This design comes from an exercise in tuning for small area on the open sky130 flow, not from production work. Function was checked by simulation only, so behaviour that the tests miss may differ from the original. Power is estimated from default activity; no workload was simulated.

## flow/design.v

```verilog
module top(
      clk,
      rst,
      srx_c,
      srx_d,
      pwm_a,
      pwm_b,
      led1,
      led2,
      led3,
      led4,
      led5,
      led6,
      output_switch0,
      output_switch1,
      output_switch2,
      output_switch3,
      output0_from_A,
      output1_from_A,
      output2_from_A,
      output3_from_A,
      output0_from_B,
      output1_from_B,
      output2_from_B,
      output3_from_B,
      sw0,
      sw1,
      sw2,
      reset_CPUA_pad,
      reset_CPUB_pad,
      power_on_A_pad,
      power_on_B_pad,
      GPIO_A,
      GPIO_B
    );
input clk;
input rst;
input srx_c;
input srx_d;
input pwm_a;
input pwm_b;
output led1;
output led2;
output led3;
output led4;
output led5;
output led6;
output GPIO_A;
output GPIO_B;
output sw0;
output sw1;
output sw2;
output reset_CPUA_pad;
output reset_CPUB_pad;
output power_on_A_pad;
output power_on_B_pad;
output [7:0] output_switch0;
output [7:0] output_switch1;
output [7:0] output_switch2;
output [7:0] output_switch3;
input  [7:0] output0_from_A;
input  [7:0] output1_from_A;
input  [7:0] output2_from_A;
input  [7:0] output3_from_A;
input  [7:0] output0_from_B;
input  [7:0] output1_from_B;
input  [7:0] output2_from_B;
input  [7:0] output3_from_B;
wire switch;
wire bad_a, bad_b;      
wire debug_mode;
wire reset_A, reset_B;
wire pwr_A, pwr_B;
reg [7:0] os0, os1, os2, os3;
always @(posedge clk) begin
  os0 <= switch ? output0_from_B : output0_from_A;
  os1 <= switch ? output1_from_B : output1_from_A;
  os2 <= switch ? output2_from_B : output2_from_A;
  os3 <= switch ? output3_from_B : output3_from_A;
end
assign output_switch0 = os0;
assign output_switch1 = os1;
assign output_switch2 = os2;
assign output_switch3 = os3;
assign {sw0, sw1, sw2} = {switch, switch, switch};
assign led1 = switch;
assign led2 = ~switch;
assign GPIO_A = ~switch;
assign GPIO_B = switch;
assign led3 = bad_a;
assign led4 = bad_b;
assign led5 = ok_r;
assign led6 = ndbg_r;
assign reset_CPUA_pad = reset_A;
assign reset_CPUB_pad = reset_B;
assign power_on_A_pad = pwr_A;
assign power_on_B_pad = pwr_B;
sc_pulse pulse_a(.clk(clk), .rst(rst), .pwm(pwm_a), .io_n(bad_a));
sc_pulse pulse_b(.clk(clk), .rst(rst), .pwm(pwm_b), .io_n(bad_b));
reg en;
always @(posedge clk)
  if (rst) en <= 1'b0;
  else     en <= ~en;
wire       pop;
wire       push_a, push_b;
wire       nz_a, nz_b;
wire [7:0] head_a, head_b;
sc_rx rx_a(.clk(clk), .rst(rst), .en(en), .srx(srx_c), .pop(pop), .rd(~sel),
           .push(push_a), .nz(nz_a), .head(head_a));
sc_rx rx_b(.clk(clk), .rst(rst), .en(en), .srx(srx_d), .pop(pop), .rd(sel),
           .push(push_b), .nz(nz_b), .head(head_b));
localparam [14:0] IDLE_HIT = 15'b001010011111011;    
localparam [14:0] PM15 = 15'b010101010101010;
localparam [13:0] PM14 = 14'b10101010101010;
reg [14:0] la;           
reg        fl;
reg        cto, cto_d, sel;    
wire       push_any = push_a | push_b;
reg [9:0]  na, nb;
function [14:0] lfsr15;
  input [14:0] x;
  lfsr15 = {x[13:0], ~(x[14] ^ x[13])};
endfunction
function [13:0] lfsr14;
  input [13:0] x;
  lfsr14 = {x[12:0], ~(x[13] ^ x[12])};
endfunction
always @(posedge clk) begin
  la  <= ((rst | push_any) ? 15'd0 : lfsr15(la ^ PM15)) ^ PM15;
  fl  <= ~rst & ~push_any & (fl | (la == (IDLE_HIT ^ PM15)));
  cto <= ~rst & fl;
end
always @(posedge clk)
  if (rst) begin
    na <= 10'd0; nb <= 10'd0;
    cto_d <= 1'b0;
    sel <= 1'b0;
  end else begin
    cto_d <= cto;
    if (push_a) na <= na + 1'b1;
    if (push_b) nb <= nb + 1'b1;
    if (cto_d) begin na <= 10'd0; nb <= 10'd0; end
    if (cto) begin
      if (na > nb) sel <= 1'b0;
      if (na < nb) sel <= 1'b1;
    end
  end
wire       data_flag = sel ? nz_b : nz_a;
wire [7:0] byte_in   = head_a | head_b;    
reg       dfd;
reg [1:0] cyc;
wire      popr = (cyc == 2'd3);
assign pop = popr;
always @(posedge clk)
  if (rst) begin
    dfd <= 1'b0; cyc <= 2'd0;
  end else begin
    dfd <= data_flag;
    if (data_flag & cto_d)
      cyc <= (cyc == 2'd3) ? 2'd1 : cyc + 1'b1;
    else if (cyc == 2'd3)
      cyc <= 2'd0;
  end
reg  [4:0] cnt;
reg  [4:0] step;
wire       idle  = (step == 5'd0) | (step == 5'd22);
wire       crst  = (step == 5'd21) | (step == 5'd22);    
wire       trig  = cto_d & ~data_flag & dfd;
wire       start = idle & trig & (cnt == 5'd8);
wire       do_wr = popr & ~cnt[4];
always @(posedge clk)
  if (rst | crst | start) cnt <= 5'd0;
  else if (do_wr) cnt <= cnt + 1'b1;
reg  [1:0] hdr;     
reg  [7:0] sum;     
reg  [3:0] cls;     
wire       acc = do_wr & (step == 5'd0) & ~cnt[3];
reg  [3:0] enc;
always @* begin
  case (byte_in)
    8'h0a: enc = 4'b0000;
    8'h0b: enc = 4'b0001;
    8'hab: enc = 4'b0010;
    8'hba: enc = 4'b0011;
    8'h55: enc = 4'b0100;
    8'haa: enc = 4'b0101;
    8'h44: enc = 4'b0110;
    8'hbb: enc = 4'b0111;
    8'ha0: enc = 4'b1000;
    8'hb0: enc = 4'b1010;
    8'h11: enc = 4'b1100;
    8'h22: enc = 4'b1101;
    default: enc = 4'b1111;
  endcase
end
always @(posedge clk)
  if (acc)
    case (cnt[2:0])
      3'd0: hdr[0] <= (byte_in == 8'heb);
      3'd1: hdr[1] <= (byte_in == 8'h90);
      3'd2: sum <= byte_in;
      3'd3: begin
              sum <= sum + byte_in;
              cls <= (byte_in == 8'hab) ? 4'b0000 : 4'b1111;
            end
      3'd4: begin
              sum <= sum + byte_in;
              cls <= (&cls) ? 4'b1111 : enc;
            end
      3'd5: sum <= sum + byte_in;
      3'd6: sum <= sum | (byte_in ^ 8'h09);
      3'd7: sum <= sum | (byte_in ^ 8'hd7);
    endcase
wire valid = (sum == 8'd0);
wire g0    = (cls[3:2] == 2'b00);
wire g1    = (cls[3:2] == 2'b01);
wire g2    = (cls[3:2] == 2'b10);
wire condreq = g2 | (g1 & ~cls[0]);
reg  act;
reg  ok_r, ndbg_r;      
assign debug_mode = ~ndbg_r;
always @(posedge clk)
  if (rst) begin
    step <= 5'd0; ok_r <= 1'b1; ndbg_r <= 1'b1; act <= 1'b0;
  end else begin
    act <= 1'b0;
    case (step)
      5'd0, 5'd22:
            step <= ~trig ? 5'd0 : (cnt == 5'd8) ? 5'd1 : 5'd22;
      5'd2: if (hdr[0]) step <= 5'd3;
            else begin step <= 5'd21; ok_r <= 1'b0; end
      5'd4: if (hdr[1]) step <= 5'd5;
            else begin step <= 5'd21; ok_r <= 1'b0; end
      5'd20: begin
              step <= 5'd22;
              ok_r <= valid;
              act <= valid & (~condreq | (switch ^ cls[1]));
              if (valid & (cls == 4'b1100)) ndbg_r <= 1'b0;
              if (valid & (cls == 4'b1101)) ndbg_r <= 1'b1;
            end
      5'd21: step <= 5'd22;
      default: step <= step + 1'b1;
    endcase
  end
wire force_swi = act & g0;
wire cmd_swi   = cls[0];
wire reset_a_flag = act & ((g0 & cls[1]) | (g2 & ~cls[1]));
wire reset_b_flag = act & ((g0 & cls[1]) | (g2 & cls[1]));
reg  act_d;              
wire fpc_A  = act & g1 & ~cls[1];
wire fpc_B  = act & g1 & cls[1];
wire fda    = act_d & g1 & ~cls[1];
wire fdb    = act_d & g1 & cls[1];
wire cpw_A  = cls[0];
wire cpw_B  = cls[0];
localparam [13:0] RST_HIT = 14'b01100001001011;    
reg        rsa, rsb;
reg [13:0] kc;           
wire       done_k = (kc == (RST_HIT ^ PM14));
assign reset_A = rsa;
assign reset_B = rsb;
always @(posedge clk) begin
  kc  <= ((rst | ~(rsa | rsb)) ? 14'd0 : lfsr14(kc ^ PM14)) ^ PM14;
end
always @(posedge clk)
  if (rst) begin
    rsa <= 1'b0; rsb <= 1'b0;
  end else begin
    if (done_k) rsa <= 1'b0; else if (reset_a_flag) rsa <= 1'b1;
    if (done_k) rsb <= 1'b0; else if (reset_b_flag) rsb <= 1'b1;
  end
localparam [14:0] FAIL_HIT = 15'b010001011110011;    
reg        cur_A, cur_B, nxt_A, nxt_B, afl, bfl, sw_r;
reg [14:0] fa, fb;       
reg        a_fail, b_fail;
wire       a_ff = ((bad_a & cur_A) | afl) & ~debug_mode;
wire       b_ff = ((bad_b & cur_B) | bfl) & ~debug_mode;
wire       a_cnt = a_ff & ~fpc_A & ~fda & ~debug_mode;
wire       b_cnt = b_ff & ~fpc_B & ~fdb & ~debug_mode;
always @(posedge clk) begin
  fa <= ((rst | ~a_cnt) ? 15'd0 : lfsr15(fa ^ PM15)) ^ PM15;
  fb <= ((rst | ~b_cnt) ? 15'd0 : lfsr15(fb ^ PM15)) ^ PM15;
  a_fail <= ~rst & a_cnt & (a_fail | (fa == (FAIL_HIT ^ PM15)));
  b_fail <= ~rst & b_cnt & (b_fail | (fb == (FAIL_HIT ^ PM15)));
end
assign switch = sw_r;
assign pwr_A = cur_A;
assign pwr_B = cur_B;
always @(posedge clk)
  if (rst) begin
    cur_A <= 1'b1; cur_B <= 1'b0;
    nxt_A <= 1'b1; nxt_B <= 1'b0;
    afl <= 1'b0; bfl <= 1'b0;
    act_d <= 1'b0;
    sw_r <= 1'b0;
  end else begin
    cur_A <= nxt_A;
    cur_B <= nxt_B;
    act_d <= act;
    if (force_swi) sw_r <= cmd_swi;
    else if (~a_fail & b_fail) sw_r <= 1'b0;
    else if (a_fail & ~b_fail) sw_r <= 1'b1;
    if (fpc_A | fpc_B | fda | fdb) begin
      if (fpc_A | fda) begin afl <= 1'b0; nxt_A <= cpw_A; end
      if (fpc_B | fdb) begin bfl <= 1'b0; nxt_B <= cpw_B; end
    end else if (~a_fail & b_fail) begin
      nxt_B <= 1'b0; nxt_A <= 1'b1; bfl <= 1'b1;
    end else if (a_fail & ~b_fail) begin
      nxt_A <= 1'b0; nxt_B <= 1'b1; afl <= 1'b1;
    end
  end
endmodule
module sc_pulse(clk, rst, pwm, io_n);
input  clk;
input  rst;
input  pwm;
output io_n;      
reg        d1, d2, st, st1, st2;
reg [10:0] tc;           
reg        ok;
reg        bad;          
wire rise = d1 & ~d2;
wire fall = ~d1 & d2;
localparam [10:0] P_LO = 11'd950, P_HI = 11'd1050;    
localparam [10:0] D_LO = 11'd450, D_HI = 11'd550;     
wire rin  = (tc >= P_LO) & (tc <= P_HI);
wire fin  = (tc >= D_LO) & (tc <= D_HI);
assign io_n = bad;
always @(posedge clk)
  if (rst) begin
    d1 <= 1'b0; d2 <= 1'b0; st <= 1'b0; st1 <= 1'b0; st2 <= 1'b0;
    tc <= 11'd0; ok <= 1'b0; bad <= 1'b0;
  end else begin
    d1 <= pwm;
    d2 <= d1;
    st1 <= st;
    st2 <= st1;
    if (rise) st <= ~st;
    if (st & fall) ok <= fin;
    if (st & rise) ok <= ok & rin;
    if (~st2) ok <= 1'b0;
    if (~st1) tc <= 11'd0;
    else if (~(&tc)) tc <= tc + 1'b1;
    if (~st1) bad <= ~ok;
  end
endmodule
module sc_rx(clk, rst, en, srx, pop, rd, push, nz, head);
input        clk;
input        rst;
input        en;
input        srx;
input        pop;
output       push;
output       nz;
input        rd;      
output [7:0] head;
reg s1, s2;
always @(posedge clk)
  if (rst) begin s1 <= 1'b0; s2 <= 1'b0; end
  else begin s1 <= srx; s2 <= s1; end
localparam [2:0] IDLE = 3'd0, START = 3'd1, PREP = 3'd2, BIT = 3'd3,
                 ENDB = 3'd4, STOP = 3'd5, PUSH = 3'd6;
reg [2:0] st;
reg [3:0] rc;
reg [8:0] sh;       
reg       ferr;
reg       rpush;
wire      rc7 = (rc == 4'd7);
wire      rc0 = (rc == 4'd0);
wire [3:0] rcm = rc - 1'b1;
always @(posedge clk)
  if (rst) begin
    st <= IDLE; rpush <= 1'b0;
  end else if (en) begin
    case (st)
      IDLE:  begin rpush <= 1'b0; rc <= 4'd14; if (!s2) st <= START; end
      START: begin rpush <= 1'b0; if (rc7) st <= s2 ? IDLE : PREP; rc <= rcm; end
      PREP:  begin sh <= 9'h100; if (rc0) st <= BIT; rc <= rcm; end
      BIT:   begin if (rc0) st <= ENDB; if (rc7) sh <= {s2, sh[8:1]}; rc <= rcm; end
      ENDB:  begin st <= sh[0] ? STOP : BIT; rc <= 4'd14; end
      STOP:  begin if (rc7) begin ferr <= ~s2; st <= PUSH; end rc <= rcm; end
      PUSH:  if (s2) begin rpush <= 1'b1; st <= IDLE; end
             else if (~ferr) begin rpush <= 1'b1; rc <= 4'd14; st <= START; end
      default: st <= IDLE;
    endcase
  end
assign push = rpush & ~en;
reg [7:0] mem [0:15];
reg [3:0] top, bot;
reg       full;
assign nz   = full | (top != bot);
reg [7:0] grp [0:3];
reg [7:0] head_r;
integer   hi, hj;
always @* begin
  head_r = 8'h00;
  for (hj = 0; hj < 4; hj = hj + 1) begin
    grp[hj] = 8'h00;
    for (hi = 0; hi < 4; hi = hi + 1)
      grp[hj] = grp[hj] | (mem[{hj[1:0], hi[1:0]}] & {8{bot[1:0] == hi[1:0]}});
    head_r = head_r | (grp[hj] & {8{rd & (bot[3:2] == hj[1:0])}});
  end
end
assign head = head_r;
always @(posedge clk)
  if (push & ~full) mem[top] <= sh[8:1];
always @(posedge clk)
  if (rst) begin
    top <= 4'd0; bot <= 4'd0; full <= 1'b0;
  end else
    case ({push, pop})
      2'b10: if (~full) begin
               top <= top + 1'b1;
               if (top + 4'd1 == bot) full <= 1'b1;
             end
      2'b01: if (nz) begin bot <= bot + 1'b1; full <= 1'b0; end
      2'b11: begin top <= top + 1'b1; bot <= bot + 1'b1; end
      default: ;
    endcase
endmodule
```

## flow/flow/run.sh

```bash
#!/bin/bash
# Own layout flow: the standard flow (standard.sh), with
#   - port buffers of the smallest buffer cell (buf_1);
#   - a clock tree of clkbuf_4 leaf clusters of at most 10 sinks within
#     40 um, without dummy loads;
#   - the standard synthesis's combinational logic mapped again for area
#     (flow/remap.tcl): its flip-flops are kept as they are, same cells and
#     names; only the gates between them are re-mapped by ABC.
# Everything else (floorplan, power grid, taps, placement, routing) is the
# standard flow's. Each tool's full output goes to a log file here:
# flow_synth.log (standard synthesis), flow_remap.log (re-mapping),
# flow_make.log (the rest of the standard flow).
set -uo pipefail
KNOBS=("BUFFER_PORTS_ARGS=-buffer_cell sky130_fd_sc_hd__buf_1"
       "CTS_ARGS=-sink_clustering_enable -repair_clock_nets -dont_use_dummy_load -buf_list sky130_fd_sc_hd__clkbuf_4 -sink_clustering_size 10 -sink_clustering_max_diameter 40")
RES=orfs/results/${FLOW_PLATFORM}/top/base
LOGS=orfs/logs/${FLOW_PLATFORM}/top/base

bash standard.sh "${KNOBS[@]}" synth > flow_synth.log 2>&1 || { tail -n 30 flow_synth.log; exit 1; }

# re-map the combinational logic of the standard netlist
cp "$RES/1_2_yosys.v" "$RES/1_2_yosys_standard.v"
export REMAP_IN="$RES/1_2_yosys_standard.v"
export REMAP_OUT="$RES/1_2_yosys_remap.v"
export REMAP_LIB="$FLOW_HOME/platforms/${FLOW_PLATFORM}/lib/sky130_fd_sc_hd__tt_025C_1v80.lib"
export REMAP_DONT_USE="$(grep -m1 -- '-dont_use' "$LOGS/1_2_yosys.log" | grep -oE -- '-dont_use [^ ]+' | tr '\n' ' ')"
export REMAP_SEQ="$(grep -oE 'sky130_fd_sc_hd__(e?dfx[a-z]*|df[rs][a-z]*|dfbbp|sdf[a-z]*|dl[a-z]*)_[0-9]+' "$REMAP_IN" | sort -u | tr '\n' ' ')"
"$FLOW_HOME/../tools/install/yosys/bin/yosys" -c flow/remap.tcl > flow_remap.log 2>&1 || { tail -n 30 flow_remap.log; exit 1; }
# same flip-flops, by cell type and name, or keep the standard netlist
ff() { grep -oE 'sky130_fd_sc_hd__(e?dfx[a-z]*|df[rs][a-z]*|dfbbp|sdf[a-z]*|dl[a-z]*)_[0-9]+ +[^ ]+' "$1" | sort; }
if [[ -s "$REMAP_OUT" ]] && cmp -s <(ff "$REMAP_IN") <(ff "$REMAP_OUT"); then
  cp "$REMAP_OUT" "$RES/1_2_yosys.v"
  echo "re-mapped netlist used" >> flow_remap.log
else
  echo "re-mapped netlist NOT used" >> flow_remap.log
fi

bash standard.sh "${KNOBS[@]}" finish > flow_make.log 2>&1
status=$?
tail -n 30 flow_make.log
exit $status
```

## flow/flow/remap.tcl

```tcl
# Re-map the combinational gates of a mapped netlist for area. The flip-flop
# cells are made black boxes, so they, their names and their connections
# stay exactly as they are; every other cell is replaced by its function,
# and ABC maps that logic again with an area-oriented script.
yosys read_liberty -ignore_miss_func $::env(REMAP_LIB)
yosys read_verilog $::env(REMAP_IN)
yosys hierarchy -top top
yosys blackbox {*}$::env(REMAP_SEQ)
yosys flatten
yosys hierarchy -top top
yosys opt -purge
yosys abc -liberty $::env(REMAP_LIB) {*}$::env(REMAP_DONT_USE) -script "+strash;&get -n;&st;&dch;&nf -a -F 20 -A 20;&put;topo;dnsize -c"
yosys setundef -zero
yosys splitnets
yosys opt_clean -purge
yosys hilomap -singleton -hicell sky130_fd_sc_hd__conb_1 HI -locell sky130_fd_sc_hd__conb_1 LO
yosys insbuf -buf sky130_fd_sc_hd__buf_4 A X
yosys opt_clean -purge
yosys rename -hide w:_*_.*
yosys tee -o remap_stat.txt stat -liberty $::env(REMAP_LIB)
yosys write_verilog -noattr -nohex -nodec $::env(REMAP_OUT)
```

## flow/standard.sh

```bash
#!/bin/bash
# synth_recipe.tcl (not shown) runs the flow's synth.tcl, then flattens the netlist and writes it again
# the make line also repeats each setting of config.mk as NAME=value (left out here)
make -C /OpenROAD-flow-scripts/flow DESIGN_CONFIG=/design/flow/config.mk WORK_HOME=/design/flow/orfs CLKGATE_MAP_FILE= SYNTH_SCRIPT=/design/flow/synth_recipe.tcl "${@:-finish}"
```

## flow/config.mk

```make
export PLATFORM = sky130hd
export DESIGN_NAME = top
export DESIGN_NICKNAME = top
export VERILOG_FILES = /design/flow/design.v
export SDC_FILE = /design/flow/constraint.sdc
export NUM_CORES = 4
export LEC_CHECK = 0
export CAP_MARGIN = 20
export CORE_MARGIN = 2
export CORE_UTILIZATION = 65
export PLACE_DENSITY = 0.75
export SLEW_MARGIN = 20
```

## flow/constraint.sdc

```tcl
create_clock -name core_clock -period 8.0 [get_ports {clk}]
set_input_delay 1.6000 -clock core_clock [delete_from_list [all_inputs] [get_ports {clk}]]
set_output_delay 1.6000 -clock core_clock [all_outputs]
set_load 0.01 [all_outputs]
```

==> flow_summary.yaml, run 1 <==
synthesis:
  synth_warnings: 4
  synth.cell_area_um2: 19450
  synthesis.nets: 1648
  synth_area_per_cell_um2: 12.32
  synthCells: 1578
clocking:
  cts_root_buffer: "clkbuf_4"
  cts_buffer_depth: 3
  ctsResizeCount: 0
  htree_num_levels: 2
  holdBufCountCts: 0
  cts_sinks: 508
  cts.clk_slew.worst_paths_ps: 100
  cts_setup_buffers: 0
  cts_made_buffers: 61
  insertion_delay_ps: 760
  cts_tree: "done"
sta:
  maxSlewViolCount: 0
  fin_crit_sh_pct: 51.77
  rsz0062_at_grt: "no"
  tightest_slew_ps: 1048
  skew_ps: 53.44
  fin_crit_ps: 4141
  setup_violations: 0
  tns_ps: 0
  max_freq_mhz: 241.5
  finalHoldViolations: 0
  maxSlewHeadroom_pct: 29.61
setup_path:
  crit_top_cell: "nor3_1"
  cp_top_family: "simple AND/OR/NAND/NOR gates"
  r2r_setup_slack_ps: 3860
  crit_type: "reg2reg"
  path_cells: "nor2b_2 -> buf_4 -> a22oi_1 -> a21oi_1 -> or4_1 -> nor3_1 -> nor2_1 -> nor3_1 -> a21oi_1 -> nor4b_1 -> nor3_1 -> nand3_1 -> o31ai_1"
  cp_max_fo: 32
  r2r_start: "rx_b.bot[0]"
  end_kind: "flop"
  critPathLaunchType: "flop"
  cp.required_ps: 8500
  rr_worst_depth: 13
  slowest_delay_ps: 890
  slowest_stage: "nor3_1"
  reg2reg_to: "cls[0]"
  path_buf_inv: 1
  cp.arrival_ps: 4640
drt:
  firstDrtPassIters: 8
  viasPerCell: 6.327
  routed_wirelength_mm: 42.31
  drc: 0
  wl_per_cell_um: 19.62
  vias: 13640
  ant_nets: 0
  drt_iter0_drc: 1480
outcome:
  outcome: "timing/DRC/antenna clean"
layout:
  design_area_um2: 20950
  fillers: 2093
  nets: 1837
  drive_gt1_share_pct: 5.099
  area_delta_synth_final_pct: 7.746
power_and_ir_drop:
  p_seq_share_pct: 69.0
  swShare_pct: 21.74
  power.switching_mw: 0.8810
  clockPowerShare_pct: 27.5
  p_comb_share_pct: 3.5
  powerDensity_nw_per_um2: 193.4
  ir_worst_vdd_mv: 0.1597
  intPower_mw: 3.171
  p_leak_nw: 6.952
placement:
  dpl_cell_area_um2: 20480
  io_buffers: 116
  gp_congestion: 0.9514
  hpwl_mm: 28.28
floorplan:
  die_w_um: 177.0
  die_h_um: 177.0
  start_util_pct: 65.79
  ios: 117
  dieArea_um2: 31320
  fp-row-count: 63
  fp.coreArea_um2: 29560
global_route:
  grt_pass1_vias: 12660
  grt_pass1_wl_mm: 67.04
  grt_max_degree: 50
  grt_overflow: 0
  antenna_found_initial: 1
  grt_usage_pct: 27.23
worst_hold_path:
  min_to: "la[7]"
  hold_path_class: "reg2reg"
  holdPathStages: 1
  min_from: "la[6]"
flow_run:
  maxCapViolCount: 0
## worst max-delay path by stage
stage / startpoint / to / slack [ps] / depth (start not counted)
after global placement: rx_b.bot[0] / cls[0] / 4130 / 11
after detailed placement: rx_b.bot[0] / cls[0] / 3980 / 13
after global routing: rx_b.bot[0] / cls[0] / 3490 / 13
final: rx_b.bot[0] / cls[0] / 3860 / 13
after CTS: rx_b.bot[0] / cls[0] / 3970 / 13
after floorplan: rx_b.bot[0] / sum[7] / 3980 / 12
## layout by cell type, fill, tap and decap left out, drive strengths merged, types with 31 or more instances in the layout
cell    count
xnor2      31
nand2      97
nand3      43
edfxtp    298
buf       130
and3       32
o21ai      50
a22oi     104
nor2      159
clkbuf     62
a21oi     139
nor3       70
mux2       32
dfxtp     210
nor2b      45
## power by group through the flow
| stage | sequential [mW] | clock, mW | combinational (mW) |
|---|---|---|---|
| 5_1_grt | 2.80 | 1.24 | 0.160 |
| 2_1_floorplan | 2.85 | 0 | 0.0879 |
| 6_report | 2.80 | 1.11 | 0.141 |
| 3_5_place_dp | 2.86 | 0 | 0.141 |
| 4_1_cts | 2.80 | 1.14 | 0.141 |
| 3_3_place_gp | 2.85 | 0 | 0.138 |
## sequential cells by signal (all words and copies together) (netlist names), 5 cells and up
name        flops
fb             15
cnt             5
nb             10
step            5
sum             8
os3             8
rx_a.mem      128
kc             14
os2             8
rx_b.sh         9
os0             8
pulse_a.tc     11
rx_b.mem      128
la             15
pulse_b.tc     11
os1             8
rx_a.sh         9
na             10
fa             15
## worst reg2reg max path, cell delays in order (launching register included)
cell and delay [ps]:
dfxtp_1 400, nor2b_2 190, buf_4 260, a22oi_1 270, a21oi_1 100, or4_1 630
nor3_1 890, nor2_1 130, nor3_1 200, a21oi_1 70, nor4b_1 440, nor3_1 130
nand3_1 120, o31ai_1 80
## through the flow
step                total power, mW  cells  setup WS, ps  hold slack [ps]  utilization, %
floorplan                     2.941   1578          3980            353.1               -
finish                        4.052   2156          3859            381.2           70.89
CTS                           4.076   2155          3974            375.7           70.84
detailed placement            2.997   2094          3981            368.1           69.30
global route                  4.199   2156          3490            397.2           70.89
global placement              2.993   2094          4132            360.9           69.23
## cell type report
cell class / count / area (µm²) / area share [%]
diodes: 1 / 2.502 / 0.01194
clock buffers: 61 / 457.9 / 2.185
inverters: 27 / 101.3 / 0.4837
multi-input cells: 1038 / 6201 / 29.59
flip-flops and latches: 508 / 13150 / 62.78
well taps: 390 / 488.0 / 2.329
repair buffers: 131 / 549.3 / 2.621
## routing by layer
metal	share of wire (%)	vias to the layer above	global-route usage (%)	routed length, µm
li1	-	6408	-	-
met5	0	-	0	0
met2	46	612	42.12	19290
met1	44	6533	39.19	18430
met4	3.4	0	10.06	1425
met3	7.5	88	4.575	3161
==> run 2: changes to the inputs <==
--- a/flow/flow/remap.tcl
+++ b/flow/flow/remap.tcl
@@ -11,3 +11,3 @@
 yosys opt -purge
-yosys abc -liberty $::env(REMAP_LIB) {*}$::env(REMAP_DONT_USE) -script "+strash;&get -n;&st;&dch;&nf -a -F 20 -A 20;&put;topo;dnsize -c"
+yosys abc -liberty $::env(REMAP_LIB) {*}$::env(REMAP_DONT_USE) -script "+strash;&get -n;&st;&dch;&nf -a;&put;topo;dnsize -c"
 yosys setundef -zero
==> flow_summary.yaml, run 2 <==
outcome:
  outcome: "timing/DRC/antenna clean"
clocking:
  cts_tree: "done"
  cts_setup_buffers: 0
  cts.clk_slew.worst_paths_ps: 100
  cts_buffer_depth: 3
  cts_made_buffers: 66
  holdBufCountCts: 0
  htree_num_levels: 3
  insertion_delay_ps: 710
  ctsResizeCount: 0
  cts_root_buffer: "clkbuf_4"
  cts_sinks: 508
sta:
  tightest_slew_ps: 1087
  fin_crit_ps: 4174
  tns_ps: 0
  skew_ps: 77.20
  maxSlewViolCount: 0
  rsz0062_at_grt: "no"
  maxSlewHeadroom_pct: 26.99
  setup_violations: 0
  max_freq_mhz: 239.6
  finalHoldViolations: 0
  fin_crit_sh_pct: 52.18
floorplan:
  fp-row-count: 63
  die_h_um: 177.1
  fp.coreArea_um2: 29560
  ios: 117
  dieArea_um2: 31370
  die_w_um: 177.1
  start_util_pct: 65.89
global_route:
  grt_overflow: 0
  grt_max_degree: 58
  antenna_found_initial: 1
  grt_usage_pct: 28.08
  grt_pass1_wl_mm: 68.01
  grt_pass1_vias: 12820
synthesis:
  synth.cell_area_um2: 19480
  synthesis.nets: 1660
  synth_warnings: 4
  synth_area_per_cell_um2: 12.25
  synthCells: 1590
drt:
  drt_iter0_drc: 1466
  vias: 13750
  ant_nets: 0
  firstDrtPassIters: 8
  wl_per_cell_um: 20.04
  routed_wirelength_mm: 43.50
  drc: 0
  viasPerCell: 6.332
setup_path:
  slowest_delay_ps: 570
  critPathLaunchType: "flop"
  path_cells: "and2_0 -> buf_4 -> a22oi_1 -> a21oi_1 -> or4_1 -> o21a_1 -> maj3_1 -> a221oi_1 -> o31a_1 -> a31o_1 -> o21ai_0 -> xor2_1 -> a2bb2oi_1"
  path_buf_inv: 1
  end_kind: "flop"
  cp.required_ps: 8410
  cp_max_fo: 26
  cp_top_family: "compound AO/OA/AOI/OAI gates"
  cp.arrival_ps: 4580
  slowest_stage: "or4_1"
  crit_type: "reg2reg"
flow_run:
  maxCapViolCount: 0
layout:
  area_delta_synth_final_pct: 7.824
  reg_top3: "rx_a.mem x128, rx_b.mem x128"
  fin_util_pct: 71.05
  nets: 1852
  final_cell_mix: "edfxtp_1, dfxtp_1, nor2_1"
  layout_commonest_cell: "edfxtp_1"
  drive_gt1_share_pct: 5.169
placement:
  hpwl_mm: 29.42
  io_buffers: 116
  gp_congestion: 0.9382
power_and_ir_drop:
  ir_worst_vdd_mv: 0.1577
  p_leak_nw: 6.967
  powerDensity_nw_per_um2: 194.6
worst_hold_path:
  hold_path_class: "reg2reg"
[run 2: final cells by class]
cell class	instances	area (µm²)
Sequential cell	508	13150
Fill cell	2122	8558
Multi-Input combinational cell	1051	6230
Timing Repair Buffer	129	534.3
Clock buffer	66	495.5
Tap cell	390	488.0
Inverter	26	97.59
Antenna cell	1	2.502
[run 2: layer usage]
metal / GRT usage, % / share of wire [%]
met2: 43.24 / 46
met4: 12.02 / 4.2
met5: 0 / 0
met3: 6.229 / 9.3
met1: 38.77 / 41
[run 2: power by group]
part	switching [mW]	internal, mW	leakage (nW)
sequential	0.0298	2.76	4.39
clock	0.772	0.382	0.304
combinational	0.0844	0.0558	2.28
[run 2: metrics by stage]
step / area, µm² / std cells / setup WS, ps / power (mW) / hold WS [ps]
final: 21000 / 2171 / 3826 / 4.087 / 382.6
after floorplan: 19480 / 1590 / 3987 / 2.935 / 353.1
after global placement: 20480 / 2104 / 4066 / 2.987 / 363.4
after global routing: 21000 / 2171 / 3623 / 4.234 / 395.1
after detailed placement: 20480 / 2104 / 3966 / 2.990 / 366.1
after CTS: 20970 / 2170 / 3890 / 4.107 / 380.2
[run 2: final timing paths]
kind | startpoint | endpoint | slack, ps | cells after the start
min reg2reg | fb[8] | fb[9] | 380 | 1
max | rx_a.bot[0] | sum[7] | 3830 | 13
max reg2reg | rx_a.bot[0] | sum[7] | 3830 | 13
min | fb[8] | fb[9] | 380 | 1
[run 2: worst register-to-register path, delay by kind of cell, from the launching register on]
kind / cells / cell delay, ps
buffers and inverters: 1 / 310
and+or+nand+nor: 2 / 920
DFF: 1 / 410
AOI/OAI and AO/OA: 8 / 1660
xor gates and xnor gates: 1 / 160
adders and majority gates: 1 / 430
==> run 3: changes to the inputs <==
--- a/flow/flow/run.sh
+++ b/flow/flow/run.sh
@@ -4,3 +4,3 @@
 #   - a clock tree of clkbuf_4 leaf clusters of at most 10 sinks within
-#     40 um, without dummy loads;
+#     50 um, without dummy loads;
 #   - the standard synthesis's combinational logic mapped again for area
@@ -14,3 +14,3 @@
 KNOBS=("BUFFER_PORTS_ARGS=-buffer_cell sky130_fd_sc_hd__buf_1"
-       "CTS_ARGS=-sink_clustering_enable -repair_clock_nets -dont_use_dummy_load -buf_list sky130_fd_sc_hd__clkbuf_4 -sink_clustering_size 10 -sink_clustering_max_diameter 40")
+       "CTS_ARGS=-sink_clustering_enable -repair_clock_nets -dont_use_dummy_load -buf_list sky130_fd_sc_hd__clkbuf_4 -sink_clustering_size 10 -sink_clustering_max_diameter 50")
 RES=orfs/results/${FLOW_PLATFORM}/top/base
==> flow_summary.yaml, run 3 <==
setup_path:
  cp_max_fo: 26
  slowest_delay_ps: 570
  path_cells: "and2_0 -> buf_4 -> a22oi_1 -> a21oi_1 -> or4_1 -> o21a_1 -> maj3_1 -> a221oi_1 -> o31a_1 -> a31o_1 -> o21ai_0 -> xor2_1 -> a2bb2oi_1"
  end_kind: "flop"
  cp.arrival_ps: 4630
  crit_type: "reg2reg"
  path_buf_inv: 1
  cp.required_ps: 8440
  slowest_stage: "or4_1"
  cp_top_family: "compound AO/OA/AOI/OAI gates"
  critPathLaunchType: "flop"
sta:
  fin_crit_ps: 4192
  tns_ps: 0
  setup_violations: 0
  max_freq_mhz: 238.6
  finalHoldViolations: 0
  maxSlewViolCount: 0
  fin_crit_sh_pct: 52.40
  tightest_slew_ps: 1070
  maxSlewHeadroom_pct: 28.11
  skew_ps: 61.48
  rsz0062_at_grt: "no"
  fin_hold_ws_ps: 388.2
placement:
  hpwl_mm: 29.42
  dp_cells: 2104
  dpl_cell_area_um2: 20480
  io_buffers: 116
  gp_congestion: 0.9382
global_route:
  grt_usage_pct: 27.81
  grt_pass1_vias: 12700
  antenna_found_initial: 1
  grt_pass1_wl_mm: 67.65
  grt_max_degree: 58
  grt_overflow: 0
synthesis:
  synthesis.nets: 1660
  synth.cell_area_um2: 19480
  synthCells: 1590
  synth_area_per_cell_um2: 12.25
  synth_warnings: 4
outcome:
  outcome: "timing/DRC/antenna clean"
floorplan:
  ios: 117
  dieArea_um2: 31370
  die_w_um: 177.1
  fp.coreArea_um2: 29560
  start_util_pct: 65.89
  die_h_um: 177.1
  fp-row-count: 63
layout:
  layout_commonest_cell: "edfxtp_1"
  design_area_um2: 20940
  drive_gt1_share_pct: 4.740
  reg_top3: "rx_a.mem x128, rx_b.mem x128"
  nets: 1844
  fillers: 2121
  final_cell_mix: "edfxtp_1, dfxtp_1, nor2_1"
  area_delta_synth_final_pct: 7.516
  fin_util_pct: 70.84
  instances_no_fill: 2163
drt:
  viasPerCell: 6.331
  drt_iter0_drc: 1368
  ant_nets: 0
  vias: 13690
  drc: 0
  firstDrtPassIters: 6
  routed_wirelength_mm: 43.54
  wl_per_cell_um: 20.13
clocking:
  htree_num_levels: 2
  cts_tree: "done"
  holdBufCountCts: 0
  insertion_delay_ps: 750
  cts.clk_slew.worst_paths_ps: 110
  cts_made_buffers: 58
  cts_root_buffer: "clkbuf_4"
  cts_setup_buffers: 0
  cts_sinks: 508
  cts_buffer_depth: 3
  ctsResizeCount: 0
power_and_ir_drop:
  ir_worst_vdd_mv: 0.1493
  p_leak_nw: 6.930
  powerDensity_nw_per_um2: 192.4
flow_run:
  maxCapViolCount: 0
worst_hold_path:
  hold_path_class: "reg2reg"
-- run 3: cell types whose count changed in the layout (fill, tap and decap cells not counted) --
cell / previous run / this run
clkbuf_4: 66 / 58
-- run 3: where the power goes --
part	internal, mW	leakage (nW)	total (mW)	switching (mW)
combinational	0.0558	2.28	0.140	0.0837
sequential	2.76	4.39	2.79	0.0295
clock	0.332	0.267	1.10	0.764
-- run 3: routing by layer --
metal	up-vias	share of wire, %	GRT usage (%)
met3	117	8.8	5.863
met5	-	0	0
met1	6508	41	38.62
li1	6398	-	-
met4	0	3.9	11.23
met2	671	46	43.13
-- run 3: area by class of cell --
| type | instances | area [µm²] | area share (%) |
|---|---|---|---|
| diodes | 1 | 2.502 | 0.01195 |
| clock buffers | 58 | 435.4 | 2.079 |
| inverters | 26 | 97.59 | 0.4660 |
| multi-input cells | 1051 | 6230 | 29.75 |
| flip-flops and latches | 508 | 13150 | 62.81 |
| well taps | 390 | 488.0 | 2.330 |
| repair buffers | 129 | 534.3 | 2.551 |
-- run 3: path summary, 6_finish.rpt --
kind	startpoint	to	slack [ps]	depth (start not counted)
worst min-delay path	kc[10]	kc[11]	390	1
worst max-delay path	rx_a.bot[0]	sum[7]	3810	13
worst max register to register	rx_a.bot[0]	sum[7]	3810	13
worst min register to register	kc[10]	kc[11]	390	1
-- run 3: worst reg2reg max path, delay by kind of cell, from the launching register on --
kind / cells / cell delay (ps)
AO/OA/AOI/OAI: 8 / 1660
flip-flops: 1 / 420
XOR/XNOR: 1 / 160
adder cells (fa/ha/maj): 1 / 430
buffers and inverters: 1 / 310
AND/OR/NAND/NOR: 2 / 920
-- run 3: through the flow --
step	total power, mW	setup slack (ps)
after floorplan	2.935	3987
after global placement	2.987	4066
after detailed placement	2.990	3966
after CTS	4.043	3864
after global routing	4.163	3589
final	4.028	3808
==> run 4: changes to the inputs <==
--- a/flow/flow/remap.tcl
+++ b/flow/flow/remap.tcl
@@ -11,3 +11,3 @@
 yosys opt -purge
-yosys abc -liberty $::env(REMAP_LIB) {*}$::env(REMAP_DONT_USE) -script "+strash;&get -n;&st;&dch;&nf -a;&put;topo;dnsize -c"
+yosys abc -liberty $::env(REMAP_LIB) {*}$::env(REMAP_DONT_USE) -script "+strash;&get -n;&st;&dch;&nf -a -F 20 -A 20;&put;topo;dnsize -c"
 yosys setundef -zero
==> flow_summary.yaml, run 4 <==
outcome:
  outcome: "timing/DRC/antenna clean"
floorplan:
  die_w_um: 177.0
  dieArea_um2: 31320
  die_h_um: 177.0
  start_util_pct: 65.79
  ios: 117
  fp-row-count: 63
  fp.coreArea_um2: 29560
setup_path:
  end_kind: "flop"
  cp.required_ps: 8450
  crit_type: "reg2reg"
  critPathLaunchType: "flop"
  slowest_stage: "nor3_1"
  cp.arrival_ps: 4630
  slowest_delay_ps: 860
  cp_max_fo: 33
  path_cells: "and2_0 -> buf_4 -> a22oi_1 -> a21oi_1 -> or4_1 -> nor3_1 -> nor2_1 -> nor3_1 -> a21oi_1 -> nor4b_1 -> nor3_1 -> nand3_1 -> o31ai_1"
  crit_top_cell: "nor3_1"
sta:
  tns_ps: 0
  setup_violations: 0
  skew_ps: 90.05
  finalHoldViolations: 0
  maxSlewViolCount: 0
  rsz0062_at_grt: "no"
  fin_ws_ps: 3825
  fin_crit_ps: 4175
  max_freq_mhz: 239.5
  fin_hold_ws_ps: 357.9
  tightest_slew_ps: 1008
  maxSlewHeadroom_pct: 32.29
  fin_crit_sh_pct: 52.19
layout:
  reg_top3: "rx_a.mem x128, rx_b.mem x128"
  multi_input_area_um2: 6201
  drive_gt1_share_pct: 4.938
  instances_no_fill: 2153
  layout_commonest_cell: "edfxtp_1"
  area_delta_synth_final_pct: 7.630
  nets: 1834
  final_cell_mix: "edfxtp_1, dfxtp_1, nor2_1"
  regArea_um2: 13150
  fillers: 2087
  design_area_um2: 20930
drt:
  drt_iter0_drc: 1496
  vias: 13520
  drc: 0
  ant_nets: 0
  routed_wirelength_mm: 42.28
  firstDrtPassIters: 7
  viasPerCell: 6.279
  wl_per_cell_um: 19.64
synthesis:
  synth_area_per_cell_um2: 12.32
  synth.cell_area_um2: 19450
  synth_warnings: 4
  synthesis.nets: 1648
  synthCells: 1578
global_route:
  grt_usage_pct: 27.16
  grt_max_degree: 50
  grt_overflow: 0
  antenna_found_initial: 1
  grt_pass1_vias: 12640
  grt_pass1_wl_mm: 66.80
placement:
  hpwl_mm: 28.28
  gp_congestion: 0.9514
  dp_cells: 2094
  dpl_cell_area_um2: 20480
  dp_slack_ps: 3981
  io_buffers: 116
clocking:
  htree_num_levels: 2
  ctsResizeCount: 0
  cts_sinks: 508
  holdBufCountCts: 0
  cts_root_buffer: "clkbuf_4"
  cts_made_buffers: 58
  cts_tree: "done"
  insertion_delay_ps: 770
  cts_buffer_depth: 3
  cts_setup_buffers: 0
  cts.clk_slew.worst_paths_ps: 100
power_and_ir_drop:
  powerDensity_nw_per_um2: 192.8
  p_leak_nw: 6.939
  ir_worst_vdd_mv: 0.1622
flow_run:
  maxCapViolCount: 0
worst_hold_path:
  hold_path_class: "reg2reg"
run 4: area by class of cell:
class / count / share of cell area (%)
Multi-Input combinational cell: 1038 / 29.63
Inverter: 27 / 0.4842
Clock buffer: 58 / 2.080
Tap cell: 390 / 2.331
Sequential cell: 508 / 62.84
Timing Repair Buffer: 131 / 2.624
Antenna cell: 1 / 0.01196
run 4: final timing paths:
check	start	endpoint	slack, ps	cells after the start
hold reg to reg	fa[8]	fa[9]	360	1
setup reg to reg	rx_a.bot[0]	cls[0]	3830	13
hold / removal	fa[8]	fa[9]	360	1
setup / recovery	rx_a.bot[0]	cls[0]	3830	13
run 4: worst max-delay path, delay by kind of cell, from the launching register on:
kind                   cells  cell delay [ps]
flip-flops                 1              400
AND/OR/NAND/NOR            8             2700
AO/OA/AOI/OAI              4              490
buffers and inverters      1              250
run 4: metal layers:
metal / vias up / part of all wire (%) / global-route usage, %
met4: 0 / 3.1 / 10.19
met3: 82 / 7.7 / 4.424
met5: - / 0 / 0
met1: 6471 / 43 / 38.91
met2: 567 / 46 / 42.20
li1: 6398 / - / -
run 4: stage by stage:
| stage | power (mW) | utilization, % |
|---|---|---|
| final | 4.035 | 70.81 |
| after CTS | 4.061 | 70.77 |
| after global routing | 4.180 | 70.81 |
| after floorplan | 2.941 | - |
| after detailed placement | 2.997 | 69.30 |
| after global placement | 2.993 | 69.23 |
run 4: report_power, final:
group	internal, mW	switching, mW
registers	2.76	0.0334
clock network	0.332	0.766
logic	0.0596	0.0810

## static timing again, ports no longer ideal
No port has a modelled driver above. Below, the same layouts with a new extraction and two added sets of constraints.
Step 1 (the two cells are an assumption about what drives the block):
set clk [get_ports {clk}]
set_driving_cell -lib_cell sky130_fd_sc_hd__clkbuf_16 $clk
set_driving_cell -lib_cell sky130_fd_sc_hd__buf_2 [delete_from_list [all_inputs] $clk]
Step 2 also shifts input and output timing later by t, the mid clock arrival at the registers, as if the neighbouring blocks saw the same clock.
a / b / c = ideal ports / drivers / drivers and shift; a / b = the first two.
run | t (ns) | slack for setup (ns) | hold slack, ns | latest minus earliest clock arrival (ns) | worst register clock-pin slew, ns
run 1 | 0.778 | 3.859 / 3.859 / 3.859 | 0.381 / 0.381 / 0.381 | 0.065 / 0.065 | 0.11 / 0.11
run 2 | 0.720 | 3.826 / 3.826 / 3.826 | 0.383 / 0.383 / 0.383 | 0.078 / 0.078 | 0.11 / 0.11
run 3 | 0.760 | 3.808 / 3.808 / 3.808 | 0.388 / 0.388 / 0.388 | 0.068 / 0.068 | 0.12 / 0.12
run 4 | 0.771 | 3.825 / 3.825 / 3.825 | 0.358 / 0.358 / 0.358 | 0.090 / 0.090 | 0.11 / 0.11
After both steps every run listed still meets setup and hold.
